What follows belongs to an exercise in optimizing a design on an open flow for small area; a production flow would make more cautious choices.
Only simulation tests tie the RTL to the original design; equivalence was not proved.
Power is estimated from default activity; no workload was simulated.

### run.sh
#!/bin/bash
# synth_recipe.tcl (not shown) runs the flow's synth.tcl, then flattens the netlist and writes it again
# the make line also repeats each setting of config.mk as NAME=value (left out here)
make -C /OpenROAD-flow-scripts/flow DESIGN_CONFIG=/design/flow/config.mk WORK_HOME=/design/flow/orfs CLKGATE_MAP_FILE= SYNTH_SCRIPT=/design/flow/synth_recipe.tcl finish
### config.mk
export PLATFORM = sky130hd
export DESIGN_NAME = configure
export DESIGN_NICKNAME = configure
export VERILOG_FILES = /design/flow/design.v
export SDC_FILE = /design/flow/constraint.sdc
export NUM_CORES = 4
export LEC_CHECK = 0
export CAP_MARGIN = 20
export CORE_MARGIN = 2
export CORE_UTILIZATION = 40
export SLEW_MARGIN = 20
### constraint.sdc
create_clock -name core_clock -period 5.0 [get_ports {ctrl_s_axi_aclk}]
set_input_delay 1.0000 -clock core_clock [delete_from_list [all_inputs] [get_ports {ctrl_s_axi_aclk}]]
set_output_delay 1.0000 -clock core_clock [all_outputs]
set_load 0.01 [all_outputs]
### design.v
module    configure #(
		parameter	DEFAULT_SND_BUFFER_SIZE	=	32'd8192 ,
		parameter	DEFAULT_REV_BUFFER_SIZE =   32'd8192 ,
		parameter	DEFAULT_FLIGHT_FLAG_SIZE =	32'd256000,
		parameter	MAX_MSSize	= 32'd8000	,
		parameter	MAX_MEMORY_SIZE	=   32'd1024*1024 ,
		parameter	DEFAULT_INIT_SEQ	=	0	,
		parameter	INIT_STATE	=	32'h0000_0000 ,
		parameter	CONNECTING	=	32'h0000_0001 ,
		parameter	CONNECTED	=	32'h0000_0010 ,
		parameter	CLOSING	=	32'h0000_0100	,
		parameter	CLOSED	=	32'h0000_1000	
)(
	input	ctrl_s_axi_aclk,							 
	input   ctrl_s_axi_aresetn,							 
	input	[31:0]	ctrl_s_axi_awaddr,					 
	input	ctrl_s_axi_awvalid,							 
	output	reg	ctrl_s_axi_awready,						 
	input	[31:0]	ctrl_s_axi_wdata,					 
	input	[3:0]	ctrl_s_axi_wstrb,					 
	input	ctrl_s_axi_wvalid,							 
	output	reg	ctrl_s_axi_wready,						 
	output	reg	[1:0]	ctrl_s_axi_bresp,				 
	output	reg	ctrl_s_axi_bvalid,						 
	input	ctrl_s_axi_bready,							 
	input   [31:0]	ctrl_s_axi_araddr,					 
	input	ctrl_s_axi_arvalid,							 
	output	reg	ctrl_s_axi_arready,							 
	output  reg [31:0]	ctrl_s_axi_rdata,					 
	output	reg [1:0]	ctrl_s_axi_rresp,					 
	output	reg	ctrl_s_axi_rvalid,							 
	input	ctrl_s_axi_rready,							 
	input	[31:0]	udt_state ,							 
	input	state_valid,								 
	output	reg	state_ready,							 
	output	reg	Req_Connect ,							 
	input	Res_Connect ,								 
	output	reg	Req_Close	,							 
	input	Res_Close	,								 
	input	Peer_Req_Close ,						
	output	reg	Peer_Res_Close ,
	output	reg	user_valid	,							 
	input	user_ready	,								 
	output	reg	[31:0]	Snd_Buffer_Size ,					 
	output	reg	[31:0]	Rev_Buffer_Size	,					 
	output	reg [31:0]	 FlightFlagSize ,					 
	output	reg [31:0]	MSSize	,							 
	output	reg	[31:0]	INIT_SEQ							 
);
reg	[31:0]	CTRL_state_reg ; 
reg	[31:0]	REG_address ;
(* mark_debug = "TRUE" *)	integer	CTRL_State  ;
(* mark_debug = "TRUE" *)	integer CTRL_Next_State ;
(* mark_debug = "TRUE" *)	integer	READ_CTRL_State ;
(* mark_debug = "TRUE" *)	integer READ_CTRL_Next_State ;
(* mark_debug = "TRUE" *)	reg		init_paramter ;
localparam  CTRL_IDLE = 0 ,  
	CTRL_INIT = 1 ,	CTRL_SEL = 17 ,
	CTRL_CONNECT = 2 , CTRL_CLOSE  = 3 ,
	CTRL_SND_BUFFER = 4 , CTRL_REV_BUFFER = 5 ,CTRL_FLIGHT_SIZE = 6 , CTRL_MSSIZE = 7 , CTRL_INIT_SEQ = 8 ,
	CTRL_UNKOWN = 9 ,
	WRESP_IDLE = 10 , WRESP_OK = 11 ,WRESP_SLVERR = 12 ,WRESP_DECERR = 13 ,
	CTRL_CLOSE2CORE = 14 ,  CTRL_CONNECT2CORE = 15  ,
	CTRL_UDT_STATE  = 16 ;
localparam	READ_IDLE   =  1  , READ_ADDRESS  = 2 ,  READ_OK  = 3 , READ_SLVERR = 4 , READ_DECERR = 5  , RRESP_IDLE = 6;
(* mark_debug = "TRUE" *)	reg	[7:0]	sel ;
(* mark_debug = "TRUE" *)	reg			sel_en	;
(* mark_debug = "TRUE" *)	reg [31:0]	rd_sel ;
parameter	SEL_SND_PARAMETER	=	8'b0000_0001 ;
parameter	SEL_RCV_PARAMETER	=	8'b0000_0010 ;
parameter	SEL_FIGHT_SIZE		=	8'b0000_0100 ;
parameter	SEL_MSSIZE			=	8'b0000_1000 ;
parameter	SEL_INIT_SEQ		=	8'b0001_0000 ;
parameter	SEL_CONNECT			=	8'b0010_0000 ;
parameter	SEL_CLOSE			=	8'b0100_0000 ;
parameter	SEL_UNKNOW			=	8'b1000_0000 ;
always@(posedge ctrl_s_axi_aclk or negedge ctrl_s_axi_aresetn)
begin
	if(!ctrl_s_axi_aresetn)
	begin
		user_valid <= 0 ;
		Peer_Res_Close <= 0 ;
	end
	else	if(Peer_Req_Close || Res_Close ) begin
		user_valid <= 1 ;
		Peer_Res_Close <= 0 ;
	end
	else	if(user_ready) begin
		user_valid <= 0 ;
		Peer_Res_Close <= 1 ;
	end
end
always@(posedge  ctrl_s_axi_aclk or  negedge ctrl_s_axi_aresetn)
begin
	if(!ctrl_s_axi_aresetn)
		READ_CTRL_State  <= READ_IDLE ;
	else
		READ_CTRL_State  <= READ_CTRL_Next_State ;
end
always@(*)
begin
	case(READ_CTRL_State)
		READ_IDLE:
			if(ctrl_s_axi_arvalid)
				READ_CTRL_Next_State =  READ_ADDRESS ;
			else
				READ_CTRL_Next_State =  READ_IDLE ;
		READ_ADDRESS:
			if(ctrl_s_axi_araddr > 32'h0000_0006)
				READ_CTRL_Next_State	=	READ_DECERR	;
			else
				READ_CTRL_Next_State	=	RRESP_IDLE ;
		RRESP_IDLE:
			if(rd_sel == 32'hffff_ffff)
				READ_CTRL_Next_State	=	READ_SLVERR ;
			else
				READ_CTRL_Next_State	=	READ_OK ;
		READ_DECERR:
			READ_CTRL_Next_State =  READ_IDLE ;
		READ_OK:
			READ_CTRL_Next_State =  READ_IDLE ; 
		READ_SLVERR:
			READ_CTRL_Next_State =  READ_IDLE ; 
		default:
			READ_CTRL_Next_State = READ_IDLE ;
	endcase
end
always@(posedge	ctrl_s_axi_aclk or  negedge  ctrl_s_axi_aresetn)
begin
	if(!ctrl_s_axi_aresetn)
	begin
		ctrl_s_axi_arready <= 0 ;
		ctrl_s_axi_rdata	<= 32'h 0;
		ctrl_s_axi_rresp	<= 2'b0;
		ctrl_s_axi_rvalid	<= 1'b0;
		rd_sel <= 0 ;
	end
	else
	begin
		case(READ_CTRL_Next_State)
			READ_IDLE:
			begin
				ctrl_s_axi_arready 	<= 1 ;
				ctrl_s_axi_rdata	<= 32'h 0;
				ctrl_s_axi_rresp	<= 2'b0;
				ctrl_s_axi_rvalid	<=  0;
				rd_sel <= 0 ;
			end
			READ_ADDRESS:
			begin
				case(ctrl_s_axi_araddr)
					32'h0000_0000:
						rd_sel <= MSSize ;
					32'h0000_0001:
						rd_sel <= Snd_Buffer_Size ;
					32'h0000_0002:
						rd_sel <= Rev_Buffer_Size ;
					32'h0000_0003:
						rd_sel <= FlightFlagSize ;
					32'h0000_0004:
						rd_sel <= INIT_SEQ	;
					32'h0000_0005:
						rd_sel <= CTRL_state_reg ;
					32'h0000_0006:
						rd_sel <= CTRL_state_reg ;
					default:
						rd_sel <= 32'hffff_ffff ;	
				endcase
				ctrl_s_axi_arready <= 0 ;
			end
			READ_OK:
			begin
				ctrl_s_axi_rdata <= rd_sel ;
				ctrl_s_axi_rresp <= 2'b00 ;
				ctrl_s_axi_rvalid <= 1 ;
			end
			READ_DECERR:
			begin
				ctrl_s_axi_rdata <= rd_sel ;
				ctrl_s_axi_rresp <= 2'b01 ;
				ctrl_s_axi_rvalid <= 1  ;
			end
			READ_SLVERR:
			begin
				ctrl_s_axi_rdata <= rd_sel ;
				ctrl_s_axi_rresp <= 2'b11 ;
				ctrl_s_axi_rvalid <= 1 ;
			end
		endcase
	end
end
always@(posedge	ctrl_s_axi_aclk or negedge ctrl_s_axi_aresetn)
begin
	if(!ctrl_s_axi_aresetn)
		CTRL_State	<=	CTRL_IDLE ;
	else
		CTRL_State	<=	CTRL_Next_State	;
end		
always@(*)
begin
	case(CTRL_State)
		CTRL_IDLE:
		if(init_paramter == 0 )
			CTRL_Next_State = CTRL_INIT ;
		else	if(ctrl_s_axi_awvalid)
			CTRL_Next_State = CTRL_SEL ;
		else	if(state_valid)
			CTRL_Next_State = CTRL_UDT_STATE ;
		else
			CTRL_Next_State = CTRL_IDLE ;
		CTRL_SEL:
		begin
			if(sel_en && ctrl_s_axi_wvalid)
			begin
				case(sel)
				SEL_SND_PARAMETER:CTRL_Next_State = CTRL_SND_BUFFER ;
				SEL_RCV_PARAMETER:CTRL_Next_State = CTRL_REV_BUFFER ;
				SEL_FIGHT_SIZE:CTRL_Next_State = CTRL_FLIGHT_SIZE ;
				SEL_MSSIZE:CTRL_Next_State = CTRL_MSSIZE ;
				SEL_INIT_SEQ:CTRL_Next_State = CTRL_INIT_SEQ ;
				SEL_CONNECT:CTRL_Next_State = CTRL_CONNECT ;
				SEL_CLOSE:CTRL_Next_State = CTRL_CLOSE ;
				SEL_UNKNOW:CTRL_Next_State = CTRL_UNKOWN ;
				default:CTRL_Next_State = CTRL_SEL ;
				endcase
			end
			else
				CTRL_Next_State =  CTRL_SEL ;
		end
		CTRL_UDT_STATE:
		begin
			CTRL_Next_State = CTRL_IDLE ;
		end
		CTRL_INIT:
		begin
			CTRL_Next_State	=	CTRL_IDLE	;
		end
		CTRL_CONNECT:
		begin
			CTRL_Next_State =	WRESP_IDLE	;
		end
		CTRL_SND_BUFFER:
		begin
				CTRL_Next_State =	WRESP_IDLE	;
		end
		CTRL_REV_BUFFER:
		begin
				CTRL_Next_State =	WRESP_IDLE	;
		end
		CTRL_FLIGHT_SIZE:
		begin
				CTRL_Next_State =	WRESP_IDLE	;
		end
		CTRL_MSSIZE:
		begin
				CTRL_Next_State =	WRESP_IDLE	;
		end
		CTRL_INIT_SEQ:
		begin
				CTRL_Next_State =	WRESP_IDLE	;
		end
		CTRL_CLOSE:
		begin
				CTRL_Next_State =	WRESP_IDLE	;
		end
		CTRL_UNKOWN:
		begin
				CTRL_Next_State =	WRESP_IDLE	;
		end
		WRESP_IDLE:
		begin
			if(sel <  8'b0010_0000 ) begin
				if(sel == SEL_MSSIZE && MSSize <= MAX_MSSize)
					CTRL_Next_State =	WRESP_OK ;
				else	if(	sel == SEL_SND_PARAMETER && (Snd_Buffer_Size << 3) <= MAX_MEMORY_SIZE)
					CTRL_Next_State =	WRESP_OK ;
				else	if(sel == SEL_RCV_PARAMETER &&  (Rev_Buffer_Size << 3) <= MAX_MEMORY_SIZE)
					CTRL_Next_State =	WRESP_OK ;
				else	if(sel == SEL_FIGHT_SIZE && Rev_Buffer_Size < FlightFlagSize )
					CTRL_Next_State =	WRESP_OK ;
				else	if(sel == SEL_INIT_SEQ )
					CTRL_Next_State =	WRESP_OK ;
				else
					CTRL_Next_State =	WRESP_SLVERR ;
			end  else	if(sel == SEL_CONNECT && (CTRL_state_reg == INIT_STATE || CTRL_state_reg == CLOSED))
				CTRL_Next_State =	WRESP_OK ;
			else	if(sel == SEL_CLOSE &&  CTRL_state_reg == CONNECTED )
				CTRL_Next_State = 	WRESP_OK ;
			else	if(sel == SEL_UNKNOW)
				CTRL_Next_State =	WRESP_DECERR ;
			else
				CTRL_Next_State =  WRESP_SLVERR ;
		end
		WRESP_OK:
		begin
			if( sel == SEL_CONNECT &&  ctrl_s_axi_bready)
				CTRL_Next_State = CTRL_CONNECT2CORE ;
			else	if(sel == SEL_CLOSE && ctrl_s_axi_bready)
				CTRL_Next_State = CTRL_CLOSE2CORE	;
			else	if(ctrl_s_axi_bready)
				CTRL_Next_State = CTRL_IDLE ;
			else
				CTRL_Next_State =  WRESP_OK ;
		end
		WRESP_SLVERR:
		begin
			if(ctrl_s_axi_bready)
				CTRL_Next_State = CTRL_IDLE ;
			else
				CTRL_Next_State =  WRESP_SLVERR ;
		end
		WRESP_DECERR:
		begin
			if(ctrl_s_axi_bready)
				CTRL_Next_State = CTRL_IDLE ;
			else
				CTRL_Next_State =  WRESP_DECERR ;
		end
		CTRL_CLOSE2CORE:
		begin
			if(Res_Close)
				CTRL_Next_State = CTRL_IDLE ;
			else
				CTRL_Next_State = CTRL_CLOSE2CORE ;
		end
		CTRL_CONNECT2CORE:
		begin
			if(Res_Connect)
				CTRL_Next_State = CTRL_IDLE ;
			else
				CTRL_Next_State = CTRL_CONNECT2CORE ;
		end
		default:
			CTRL_Next_State = CTRL_IDLE ;
	endcase
end
always@(posedge	ctrl_s_axi_aclk or negedge	ctrl_s_axi_aresetn)
begin
	if(!ctrl_s_axi_aresetn)
	begin
		init_paramter <= 0;
		ctrl_s_axi_awready <= 0 ;
		ctrl_s_axi_wready  <= 0 ;
		ctrl_s_axi_bresp  <= 2'b00 ;
		ctrl_s_axi_bvalid <= 0 ;
		sel <= 8'b0 ;
		Snd_Buffer_Size  <= 32'h0 ;
		Rev_Buffer_Size	<= 32'h0 ;
		FlightFlagSize <= 32'h0 ;
		MSSize <= 32'h0 ;
		INIT_SEQ <= 32'h0 ;
		CTRL_state_reg	<=	INIT_STATE ;
		Req_Close <= 0 ;
		sel_en <= 0 ;
		state_ready <= 0 ;
		Req_Connect <= 0 ;
	end
	else	begin
		case(CTRL_Next_State)
			CTRL_IDLE:
			begin
				sel <= 8'b0 ;
				state_ready <= 0 ;
				if(init_paramter)
					ctrl_s_axi_awready <= 1 ;
				ctrl_s_axi_wready  <= 0 ;
				ctrl_s_axi_bresp  <= 2'b00 ;
				ctrl_s_axi_bvalid <= 0 ;
				Req_Close <= 0 ;
				sel_en <= 0 ;
				Req_Connect <= 0 ;
			end
			CTRL_INIT:
			begin
				init_paramter <= 1 ;
				Snd_Buffer_Size <= DEFAULT_SND_BUFFER_SIZE ;
				Rev_Buffer_Size <= DEFAULT_REV_BUFFER_SIZE ;
				FlightFlagSize <= DEFAULT_FLIGHT_FLAG_SIZE ;
				INIT_SEQ <=  DEFAULT_INIT_SEQ ;
				MSSize <= MAX_MSSize ;
			end
			CTRL_SEL:
			begin
				ctrl_s_axi_wready <= 1 ;
				REG_address	<= ctrl_s_axi_awaddr ;
				if(!sel_en)begin
				case(ctrl_s_axi_awaddr)
					32'h0000_0000:	sel<=SEL_MSSIZE;
					32'h0000_0001:	sel<=SEL_SND_PARAMETER ;
					32'h0000_0002:	sel<=SEL_RCV_PARAMETER ;
					32'h0000_0003:	sel<=SEL_FIGHT_SIZE ;
					32'h0000_0004:	sel<=SEL_INIT_SEQ ;
					32'h0000_0005:	sel<=SEL_CONNECT ;
					32'h0000_0006:	sel<=SEL_CLOSE	;
					default:
						sel	<= SEL_UNKNOW ;
				endcase
				end
				sel_en	<=	1 ;
			end
			CTRL_UDT_STATE:
			begin
				if(CTRL_state_reg != 32'hffff_ffff)
					CTRL_state_reg	<= udt_state ;
				state_ready <= 1 ;
				ctrl_s_axi_awready <= 0 ;
			end
			CTRL_CONNECT: 
			begin
				ctrl_s_axi_wready  <= 0 ;
				ctrl_s_axi_awready <= 0 ;
				sel <= SEL_CONNECT ;
			end
			CTRL_CLOSE:
			begin
				ctrl_s_axi_wready <= 0 ;
				ctrl_s_axi_awready <= 0 ;
			end
			CTRL_MSSIZE:
			begin
				ctrl_s_axi_wready <= 0 ;
				ctrl_s_axi_awready <= 0 ;
				MSSize[31:24] <= ctrl_s_axi_wdata[31:24] & {8{ctrl_s_axi_wstrb[3]}};
				MSSize[23:16] <= ctrl_s_axi_wdata[23:16] & {8{ctrl_s_axi_wstrb[2]}};
				MSSize[15:8]  <= ctrl_s_axi_wdata[15:8] & {8{ctrl_s_axi_wstrb[1]}};
				MSSize[7:0]   <= ctrl_s_axi_wdata[7:0] & {8{ctrl_s_axi_wstrb[0]}};
			end
			CTRL_FLIGHT_SIZE:
			begin
				ctrl_s_axi_wready <= 0 ;
				ctrl_s_axi_awready <= 0 ;
				FlightFlagSize[31:24] <= ctrl_s_axi_wdata[31:24] & {8{ctrl_s_axi_wstrb[3]}};
				FlightFlagSize[23:16] <= ctrl_s_axi_wdata[23:16] & {8{ctrl_s_axi_wstrb[2]}};
				FlightFlagSize[15:8]  <= ctrl_s_axi_wdata[15:8] & {8{ctrl_s_axi_wstrb[1]}};
				FlightFlagSize[7:0]   <= ctrl_s_axi_wdata[7:0] & {8{ctrl_s_axi_wstrb[0]}};
			end
			CTRL_SND_BUFFER:
			begin
				ctrl_s_axi_wready <=  0 ;
				ctrl_s_axi_awready <= 0 ;
				Snd_Buffer_Size[31:24] <= ctrl_s_axi_wdata[31:24] & {8{ctrl_s_axi_wstrb[3]}};
				Snd_Buffer_Size[23:16] <= ctrl_s_axi_wdata[23:16] & {8{ctrl_s_axi_wstrb[2]}};
				Snd_Buffer_Size[15:8]  <= ctrl_s_axi_wdata[15:8] & {8{ctrl_s_axi_wstrb[1]}};
				Snd_Buffer_Size[7:0]   <= ctrl_s_axi_wdata[7:0] & {8{ctrl_s_axi_wstrb[0]}};
			end
			CTRL_REV_BUFFER:
			begin
				ctrl_s_axi_wready <=  0 ;
				ctrl_s_axi_awready <= 0 ;
				Rev_Buffer_Size[31:24] <= ctrl_s_axi_wdata[31:24] & {8{ctrl_s_axi_wstrb[3]}};
				Rev_Buffer_Size[23:16] <= ctrl_s_axi_wdata[23:16] & {8{ctrl_s_axi_wstrb[2]}};
				Rev_Buffer_Size[15:8]  <= ctrl_s_axi_wdata[15:8] & {8{ctrl_s_axi_wstrb[1]}};
				Rev_Buffer_Size[7:0]   <= ctrl_s_axi_wdata[7:0] & {8{ctrl_s_axi_wstrb[0]}};
			end
			CTRL_INIT_SEQ:
			begin
				ctrl_s_axi_wready <=  0 ;
				ctrl_s_axi_awready <= 0 ;
				INIT_SEQ[31:24] <= ctrl_s_axi_wdata[31:24] & {8{ctrl_s_axi_wstrb[3]}};
				INIT_SEQ[23:16] <= ctrl_s_axi_wdata[23:16] & {8{ctrl_s_axi_wstrb[2]}};
				INIT_SEQ[15:8]  <= ctrl_s_axi_wdata[15:8] & {8{ctrl_s_axi_wstrb[1]}};
				INIT_SEQ[7:0]   <= ctrl_s_axi_wdata[7:0] & {8{ctrl_s_axi_wstrb[0]}};
			end
			WRESP_IDLE:
			begin
				sel_en <= 0 ;
				ctrl_s_axi_wready <= 0 ;
			end
			WRESP_OK:
			begin
				sel_en <= 0 ;
				ctrl_s_axi_bvalid <= 1 ;
				ctrl_s_axi_bresp  <= 2'b00 ;
			end
			WRESP_DECERR:
			begin
				sel_en <= 0 ;
				ctrl_s_axi_bvalid <= 1 ;
				ctrl_s_axi_bresp  <= 2'b11 ;
			end
			WRESP_SLVERR:
			begin
				ctrl_s_axi_bvalid <= 1 ;
				ctrl_s_axi_bresp  <= 2'b11 ;
				case(sel)
					SEL_MSSIZE:
					begin
						MSSize <= 32'hffff_ffff ;
					end
					SEL_SND_PARAMETER:
					begin
						Snd_Buffer_Size <= 32'hffff_ffff ;
					end
					SEL_RCV_PARAMETER:
					begin
						Rev_Buffer_Size  <=32'hffff_ffff ;
					end
					SEL_FIGHT_SIZE:
					begin
						FlightFlagSize <=32'hffff_ffff ;
					end
					SEL_INIT_SEQ:
					begin
						INIT_SEQ <=32'hffff_ffff ;
					end
					SEL_CONNECT:
					begin
						CTRL_state_reg <=32'hffff_ffff ;
					end
					SEL_CLOSE:
					begin
						CTRL_state_reg <=32'hffff_ffff ;
					end
				endcase
			end
			CTRL_CLOSE2CORE:
			begin
				ctrl_s_axi_bvalid <= 0 ;
				Req_Close <= 1 ;
				CTRL_state_reg  <= CLOSING ;
			end
			CTRL_CONNECT2CORE:
			begin
				ctrl_s_axi_bvalid <= 0 ;
				Req_Connect <= 1 ;
				CTRL_state_reg  <= CONNECTING ;
			end
		endcase
	end
end
endmodule
==> results by group <==
Status
  – Status: no timing/DRC/antenna violations

Job
  – Max-cap violations: 0

Synthesis
  – Adder-cell area share of the yosys netlist: approximately 2.6%
  – Largest family of logic cells by synthesized area: compound AO/OA/AOI/OAI gates
  – Mux cell area share after synthesis: 3.54%
  – Post-synth EDFFs: 0
  – Top_reg_cell synth: dfrtp_1
  – Avg Inst Size Synth: 11.1 um2
  – Compound-Gate Fraction of Synth Area: 28.0%
  – Syn_nets: ~1,500
  – Post-Synth XOR/XNOR Area: less than 1%
  – Synthesized flop and latch total: between 200 and 300
  – Yosys warning total: 1
  – Seq/Total Area, Yosys: 48.6%
  – Mapped Cells: 1,333
  – Synth Cell Area: 14,800 um2
  – Simple-Gate Fraction of Synth Area: between 10% and 20%
  – Distinct cells, synth: 77
  – FFs w/ async S/R, synth: between 90% and 100%

Clock network
  – Post-CTS setup buffers: 0
  – CTS Root Buffer Type: clkbuf_16
  – CTS resizes: 0
  – Max Buffers Root-to-Sink: 3
  – Worst-path clk slew: 0.06 ns
  – Clock sinks: 287
  – CTS tree: done
  – Clock Latency Late Sink: between 0.5 and 0.6 ns
  – CTS buffer count: 35
  – H-Tree Depth: 2
  – # hold bufs at CTS: 0

Floorplan
  – Row count: 70
  – Die height: 196 um
  – Starting utilization of the core area: 40.4%
  – Die area: slightly below 40,000 um2
  – I/O pins: 350
  – Placeable Area: 36,500 um2
  – Chip width: 196 um

Place
  – HPWL after DPL: 42,200 um
  – Placed cells: around 2,100
  – DP Area: around 19,000 um2
  – Port bufs: roughly 350
  – RD Place Congestion: between 0.9 and 1
  – Pre-CTS WS: between 0.3 and 0.4 ns

Global routing
  – GRT Overall Usage: about 30%
  – Initial antenna violation count: 1
  – Remaining Overflow, GRT: 0
  – First-pass GRT wire length: between 80,000 and 90,000 um
  – Vias in the first global route: between 10,000 and 15,000
  – Largest net degree at the start of global routing: roughly 130

Drt
  – Vias: approximately 14,000
  – Final WL: 58,000 um
  – Remaining DRCs: 0
  – Met1 wire length: around 26,000 um
  – First-pass DRT Iterations: 6
  – Antenna-violating nets left: 0
  – Number of vias per cell: ~6.3
  – Initial DRC Count: 1,192
  – Uppermost layer routed: met4
  – Routed length on met2: 25,300 um
  – Average wire per standard cell: around 27 um
  – WL met3: a little over 5000 um

Timing
  – RSZ-0062 raised after global routing: no
  – Final Slew Violations: 0
  – Max-slew headroom: between 30% and 40%
  – FMAX: ~240 MHz
  – Period utilisation layout: a little over four fifths
  – Hold Vio Cnt, Final: 0
  – Final setup margin: about 0.80 ns
  – Min Tclk post-route: 4.20 ns
  – TNS Setup: 0 ns
  – Final setup viols: 0
  – Worst slew pin tran: 1.02 ns
  – Layout Skew: a little over 0.02 ns

Setup path
  – Type of the worst setup path: reg -> reg
  – CP arrival: between 4 and 5 ns
  – CP Launch Type: flop
  – WP data required: ~5.5 ns
  – Critical path capture point type: flop
  – Reg2Reg Depth: 12
  – Critical path fanouts, max: 25

Hold path
  – Hold depth: 2
  – Hold crit path type: reg -> reg

Final layout
  – Final instance area: around 20,000 um2
  – Area Growth Syn to Fin: 34.5%
  – Layout cells sized above 1: between 15 and 20%
  – Post-layout nets: 1,817
  – Post-layout util: between 50 and 60%
  – Final Non-Filler Cells: 2,135

Pwr
  – Pwr dens: between 600 and 700 nW/um2
  – LEAKAGE: 8.27 nW
  – Worst vdd ir: around 0.37 mV
-- routing by layer --
metal | GRT usage (%) | vias up
li1 | - | 5946
met1 | 43.6 | 6819
met2 | 44.1 | 665
met3 | 6.62 | 102
met4 | 8.59 | 0
met5 | 0 | -
-- stage by stage --
step	power, mW	hold slack (ns)
after global routing	13.6	0.519
after floorplan	7.71	0.474
after global placement	10.3	0.467
after detailed placement	10.4	0.473
final	13.0	0.481
after CTS	13.0	0.492
-- layout by cell type (no fill, tap or decap), drive strengths merged, types with 46 or more instances in the layout --
cell type / n
a221o: 55
a22o: 65
clkbuf: 48
buf: 46
dfrtp: 286
clkdlybuf4s50: 346
o221a: 115
o21ai: 70
inv: 46
nand2: 103
-- area by class of cell --
class,count,area (um2)
timing repair buffer,392,3850
fill,3196,16700
sequential,287,7180
tap,468,586
multi-input combinational,881,6940
antenna,1,2.50
clock buffer,48,985
clock inverter,13,148
inverter,45,169
-- cells in the mapped netlist, types with 4 or more instances --
master / instances / share of area, %
nand2_1: 103 / 2.6
buf_6: 6 / 0.46
nor2b_1: 4 / 0.17
nor4_1: 41 / 1.7
o22a_1: 20 / 1.2
nand2b_1: 9 / 0.38
mux4_2: 13 / 2.0
a31oi_1: 6 / 0.25
a22o_1: 65 / 3.9
o21ai_0: 69 / 2.3
a2bb2oi_1: 39 / 2.3
inv_1: 43 / 1.1
o221a_2: 115 / 8.8
a211oi_1: 4 / 0.20
nor3_1: 15 / 0.51
buf_1: 9 / 0.23
a221oi_1: 13 / 0.77
dfrtp_1: 286 / 48
and3_1: 6 / 0.25
nand3_1: 24 / 0.81
o32ai_1: 4 / 0.24
ha_1: 31 / 2.6
nor4b_1: 4 / 0.24
a221o_1: 55 / 3.7
and2_1: 35 / 1.5
a21oi_1: 38 / 1.3
o21a_1: 4 / 0.20
clkbuf_1: 67 / 1.7
a21o_1: 6 / 0.31
nor2_1: 32 / 0.81
buf_2: 34 / 1.2
mux2i_1: 23 / 1.6
nand4_1: 35 / 1.5
-- report_power, final --
group / switching (mW) / internal, mW / total, mW
Combinational: 3.03 / 3.20 / 6.23
Sequential: 1.05 / 3.18 / 4.22
Clock: 1.02 / 1.49 / 2.51
-- cells by family after synthesis --
group | Yosys count
AOI/OAI and AO/OA | 477
xor gates and xnor gates | 6
adders and majority gates | 31
buffers and inverters | 165
DFF | 287
muxes | 36
and+or+nand+nor | 331
-- worst max-delay path, stage by stage (launching register included) --
cell and delay, ns:
dfrtp_1 0.55, nor4_4 0.35, nand4b_1 0.32, a211o_1 0.39
a211oi_2 0.30, o21a_1 0.29, nor2_1 0.11, a21oi_2 0.21
inv_2 0.10, and4_1 0.35, a221oi_4 0.68, buf_12 0.25
o221a_2 0.20
-- final timing paths --
path | endpoint | start | slack, ns
max in group asynchronous | Rev_Buffer_Size[29]$_DFFE_PN0P_ | ctrl_s_axi_aresetn | 3.33
worst min-delay path | Req_Close$_DFFE_PN0P_ | Req_Close$_DFFE_PN0P_ | 0.48
min in group asynchronous | Peer_Res_Close$_DFFE_PN0P_ | ctrl_s_axi_aresetn | 0.57
worst max-delay path | INIT_SEQ[0]$_DFFE_PN0P_ | sel[5]$_DFFE_PN0P_ | 0.80
worst max register to register | INIT_SEQ[0]$_DFFE_PN0P_ | sel[5]$_DFFE_PN0P_ | 0.80
worst min register to register | Req_Close$_DFFE_PN0P_ | Req_Close$_DFFE_PN0P_ | 0.48

static timing again, ports no longer ideal:
How much do the figures lean on ideal ports? The routed layout below was timed once more, with nothing changed but the port constraints. Step 1 assumes that a clkbuf_16 drives the clock port and a buf_2 every other input. Step 2, shift: input delay + t, output delay - t, t = (earliest + latest rising clock arrival at the registers) / 2. This alone moves slack from input paths to output paths. a / b / c = ideal ports / drivers / drivers and shift; a / b = the first two.
shift t [ns]: 0.570
slack for setup (ns): 0.796 / 0.796 / 0.352
worst slew at a driven data input, ns: 0.10
cell pins on the clock port's net: 1
After both steps this run still meets setup and hold. The setup slack of this run moves by 0.000 ns with the drivers and by -0.444 ns with both steps.
